What follows belongs to an exercise in optimizing a design on an open flow for small area, a short achievable clock period and few clock cycles per item; a production flow would make more cautious choices.
The RTL was checked by simulation tests, not by an equivalence proof against the original design.

red:
==> flow/design.v (excerpt) <==
module AuctionSearch(
  input         clock,
  input         reset,
  output        io_rewardIn_0_ready,
  input         io_rewardIn_0_valid,
  input  [7:0]  io_rewardIn_0_reward,
  input  [10:0] io_rewardIn_0_idx,
  input         io_rewardIn_0_last,
  output [10:0] io_agentIdx_0,
  input  [7:0]  io_price_0,
  output        io_rewardIn_1_ready,
  input         io_rewardIn_1_valid,
  input  [7:0]  io_rewardIn_1_reward,
  input  [10:0] io_rewardIn_1_idx,
  output [10:0] io_agentIdx_1,
  input  [7:0]  io_price_1,
  output        io_rewardIn_2_ready,
  input         io_rewardIn_2_valid,
  input  [7:0]  io_rewardIn_2_reward,
  input  [10:0] io_rewardIn_2_idx,
  output [10:0] io_agentIdx_2,
  input  [7:0]  io_price_2,
  output        io_rewardIn_3_ready,
  input         io_rewardIn_3_valid,
  input  [7:0]  io_rewardIn_3_reward,
  input  [10:0] io_rewardIn_3_idx,
  output [10:0] io_agentIdx_3,
  input  [7:0]  io_price_3,
  output        io_rewardIn_4_ready,
  input         io_rewardIn_4_valid,
  input  [7:0]  io_rewardIn_4_reward,
  input  [10:0] io_rewardIn_4_idx,
  output [10:0] io_agentIdx_4,
  input  [7:0]  io_price_4,
  output        io_rewardIn_5_ready,
  input         io_rewardIn_5_valid,
  input  [7:0]  io_rewardIn_5_reward,
  input  [10:0] io_rewardIn_5_idx,
  output [10:0] io_agentIdx_5,
  input  [7:0]  io_price_5,
  output        io_rewardIn_6_ready,
  input         io_rewardIn_6_valid,
  input  [7:0]  io_rewardIn_6_reward,
  input  [10:0] io_rewardIn_6_idx,
  output [10:0] io_agentIdx_6,
  input  [7:0]  io_price_6,
  output        io_rewardIn_7_ready,
  input         io_rewardIn_7_valid,
  input  [7:0]  io_rewardIn_7_reward,
  input  [10:0] io_rewardIn_7_idx,
  output [10:0] io_agentIdx_7,
  input  [7:0]  io_price_7,
  input         io_resultOut_ready,
  output        io_resultOut_valid,
  output [10:0] io_resultOut_winner,
  output [7:0]  io_resultOut_bid
);
Size: about 340 I/O pins, ~16,000 um^2 of cells after synthesis.
==> module ProcessingElement, before the edit <==
module ProcessingElement(
  input         clock,
  input         io_valid,     
  input  [7:0]  io_rewardIn_bits_reward,
  input  [10:0] io_rewardIn_bits_idx,
  output [10:0] io_agentIdx,
  input  [7:0]  io_price,
  output [7:0]  io_ben,
  output [7:0]  io_nben,
  output [7:0]  io_reward,
  output [7:0]  io_id
);
  reg [7:0] s1_reward;
  reg [7:0] s1_idx;
  reg       s1_valid;
  always @(posedge clock) begin
    s1_reward <= io_rewardIn_bits_reward;
    s1_idx    <= io_rewardIn_bits_idx[7:0];
    s1_valid  <= io_valid;
  end
  assign io_agentIdx = io_rewardIn_bits_idx;
  Benefit8 sub (.r(s1_reward), .v(s1_valid), .p(io_price), .b(io_ben), .nb(io_nben));
  assign io_reward = s1_reward;
  assign io_id     = s1_idx;
endmodule
==> module Benefit8, before the edit <==
module Benefit8(
  input  [7:0] r,
  input        v,
  input  [7:0] p,
  output [7:0] b,
  output [7:0] nb
);
  wire [7:0] nr, g0, t0, h;
  wire [7:0] ng1, nt1, g2, t2, ng3;
  genvar k;
  generate
    for (k = 0; k < 8; k = k + 1) begin : bt
      GInv  inr (.a(r[k]), .y(nr[k]));
      GNor2  ug (.a(nr[k]), .b(p[k]), .y(g0[k]));
      GNand2 ut (.a(nr[k]), .b(p[k]), .y(t0[k]));
      GXnor2 uh (.a(r[k]), .b(p[k]), .y(h[k]));
    end
    GInv l1z (.a(t0[0]), .y(ng1[0]));
    assign nt1[0] = 1'b1;   
    for (k = 1; k < 8; k = k + 1) begin : l1
      if (k == 1) begin : c
        GAoi21 ug (.a1(t0[1]), .a2(t0[0]), .b1(g0[1]), .y(ng1[1]));
      end else begin : n
        GAoi21 ug (.a1(t0[k]), .a2(g0[k-1]), .b1(g0[k]), .y(ng1[k]));
      end
      GNand2 ut (.a(t0[k]), .b(t0[k-1]), .y(nt1[k]));
    end
    for (k = 0; k < 8; k = k + 1) begin : l2
      if (k < 2) begin : c
        GInv ug (.a(ng1[k]), .y(g2[k]));
        assign t2[k] = 1'b0;   
      end else begin : n
        GOai21 ug (.a1(nt1[k]), .a2(ng1[k-2]), .b1(ng1[k]), .y(g2[k]));
        if (k >= 4) begin : t
          GNor2 ut (.a(nt1[k]), .b(nt1[k-2]), .y(t2[k]));
        end else begin : nt
          assign t2[k] = 1'b0;   
        end
      end
    end
    for (k = 0; k < 8; k = k + 1) begin : l3
      if (k < 4) begin : c
        GInv ug (.a(g2[k]), .y(ng3[k]));
      end else begin : n
        GAoi21 ug (.a1(t2[k]), .a2(g2[k-4]), .b1(g2[k]), .y(ng3[k]));
      end
    end
  endgenerate
  wire nv, pos, pos2;
  GInv  iv (.a(v), .y(nv));
  GNor2 up (.a(ng3[7]), .b(nv), .y(pos));
  GNor2 uq (.a(ng3[7]), .b(nv), .y(pos2));
  wire [7:0] d;
  GInv  d0 (.a(h[0]), .y(d[0]));
  generate
    for (k = 1; k < 8; k = k + 1) begin : s
      GXnor2 ux (.a(h[k]), .b(ng3[k-1]), .y(d[k]));
    end
    for (k = 0; k < 8; k = k + 1) begin : m
      GAnd2  ub (.a(d[k]), .b(pos), .y(b[k]));
      GNand2 un (.a(d[k]), .b(pos2), .y(nb[k]));
    end
  endgenerate
endmodule
export LEC_CHECK = 0
export CAP_MARGIN = 20
export CORE_MARGIN = 2
export CORE_UTILIZATION = 40
export GPL_TIMING_DRIVEN = 0
export PLACE_DENSITY = 0.6
export SETUP_SLACK_MARGIN = 0.1
export SLEW_MARGIN = 20
export SYNTH_HIERARCHICAL = 1
export TNS_END_PERCENT = 10
create_clock -name core_clock -period 4.0 [get_ports {clock}]
standard.sh (not shown) runs the stock make flow with config.mk's settings and CLKGATE_MAP_FILE= SYNTH_SCRIPT=/design/flow/synth_recipe.tcl, a recipe that flattens the netlist after the stock synthesis.
==> flow/flow/run.sh <==
#!/bin/bash
# The standard layout (standard.sh), with two changes:
# - plain buf_2 buffers on the ports instead of the flow's default choice (a
#   delay cell); every port still gets its own buffer;
# - after synthesis, every combinational cell is set to the smallest drive of
#   its kind (flow/downsize.tcl); the flow's resizing sizes up what timing needs.
# Each tool's full output goes to a log of its own here; ORFS's per-step logs
# are under orfs/logs/.
set -euo pipefail
export BUFFER_PORTS_ARGS="-buffer_cell sky130_fd_sc_hd__buf_2"
bash standard.sh synth > standard_synth.log 2>&1
export SYNTH_ODB=orfs/results/${FLOW_PLATFORM}/AuctionSearch/base/1_synth.odb
openroad -no_init -exit flow/downsize.tcl > downsize.log 2>&1
touch orfs/results/${FLOW_PLATFORM}/AuctionSearch/base/1_synth.sdc
bash standard.sh > standard.log 2>&1
==> flow/flow/downsize.tcl <==
# Set every combinational cell of the synthesized netlist to the smallest
# drive of its kind (same function and footprint); placement's and timing
# repair's resizing then sizes up what the timing needs. Registers, tie cells
# and delay cells are left as synthesis made them.
read_db $::env(SYNTH_ODB)
set db [ord::get_db]
set block [ord::get_db_block]
set swapped 0
set saved 0.0
foreach inst [$block getInsts] {
  set m [$inst getMaster]
  set name [$m getName]
  if {![regexp {^(sky130_fd_sc_hd__([a-z0-9]+))_([0-9]+)$} $name -> base kind n]} { continue }
  if {[regexp {^(df|edf|sdf|dl|conb|tap|fill|decap|clkdly|dlygate|dlymetal|probe|lpflow|ebuf|einv)} $kind]} { continue }
  set best $m
  foreach s {0 1 2} {
    set c [$db findMaster ${base}_$s]
    if {$c ne "NULL" && [$c getWidth] < [$best getWidth]} { set best $c }
  }
  if {$best ne $m} {
    set saved [expr {$saved + ([$m getWidth] - [$best getWidth]) * [$m getHeight] / 1e6}]
    $inst swapMaster $best
    incr swapped
  }
}
puts "downsize: swapped $swapped cells, [format %.1f $saved] um2 less"
write_db $::env(SYNTH_ODB)
Testbench counts of red, summed over its fixed seeds: cycles 31,933, rounds 5,813.
For blue, these inputs were changed with respect to red:
diff --git a/flow/design.v b/flow/design.v
--- a/flow/design.v
+++ b/flow/design.v
@@ -15,13 +15,13 @@
   reg       s1_valid;
   always @(posedge clock) begin
     s1_reward <= io_rewardIn_bits_reward;
     s1_idx    <= io_rewardIn_bits_idx[7:0];
     s1_valid  <= io_valid;
   end
-  assign io_agentIdx = io_rewardIn_bits_idx;
+  assign io_agentIdx = {3'd0, io_rewardIn_bits_idx[7:0]};
   Benefit8 sub (.r(s1_reward), .v(s1_valid), .p(io_price), .b(io_ben), .nb(io_nben));
   assign io_reward = s1_reward;
   assign io_id     = s1_idx;
 endmodule
 module Benefit8(
   input  [7:0] r,
@@ -68,25 +68,24 @@
         GInv ug (.a(g2[k]), .y(ng3[k]));
       end else begin : n
         GAoi21 ug (.a1(t2[k]), .a2(g2[k-4]), .b1(g2[k]), .y(ng3[k]));
       end
     end
   endgenerate
-  wire nv, pos, pos2;
+  wire nv, pos;
   GInv  iv (.a(v), .y(nv));
   GNor2 up (.a(ng3[7]), .b(nv), .y(pos));
-  GNor2 uq (.a(ng3[7]), .b(nv), .y(pos2));
   wire [7:0] d;
   GInv  d0 (.a(h[0]), .y(d[0]));
   generate
     for (k = 1; k < 8; k = k + 1) begin : s
       GXnor2 ux (.a(h[k]), .b(ng3[k-1]), .y(d[k]));
     end
     for (k = 0; k < 8; k = k + 1) begin : m
       GAnd2  ub (.a(d[k]), .b(pos), .y(b[k]));
-      GNand2 un (.a(d[k]), .b(pos2), .y(nb[k]));
+      GNand2 un (.a(d[k]), .b(pos), .y(nb[k]));
     end
   endgenerate
 endmodule
 module Ge8G(
   input  [7:0] a,
   input  [7:0] nb,
==> run notes <==
met3 wirelength from detailed routing is lower on blue. Taking red as the reference, in blue number of non-clock buffers in the layout saw a decrease; clock skew saw an increase. Compared with red, in blue number of nets in the finished design essentially unchanged; combined buffer and inverter count along the critical path decreased 1; post-layout instance count excluding filler cells comparable.
Testbench counts of blue, summed over its fixed seeds: cycles 31,933, rounds 5,813.

re-timing with driven ports:
In the flow no input, the clock included, has a driving cell. The finished layouts below were timed again as built, in two steps. Step 1: set_driving_cell puts a clkbuf_16 on clock and a buf_2 on each other input, an assumption about the parent block. Step 2 moves the port delays by t, midway between the first and last clock arrival at a register: inputs arrive t later, outputs are due t later. That takes back most of the time a late clock gives input paths. Three values: ideal, step 1, step 2; two values: the first two.
run	t, ns	slack for setup (ns)	worst setup path at the end	latest minus earliest clock arrival (ns)
red	0.520	0.146 / 0.112 / -0.333	input to register	0.012 / 0.012
blue	0.534	0.122 / 0.063 / -0.315	input to register	0.027 / 0.026
With both steps, setup timing fails in red and blue, where it was met with ideal ports. The setup slack of red, which loses most, moves by -0.034 ns with the drivers and by -0.479 ns with both steps.
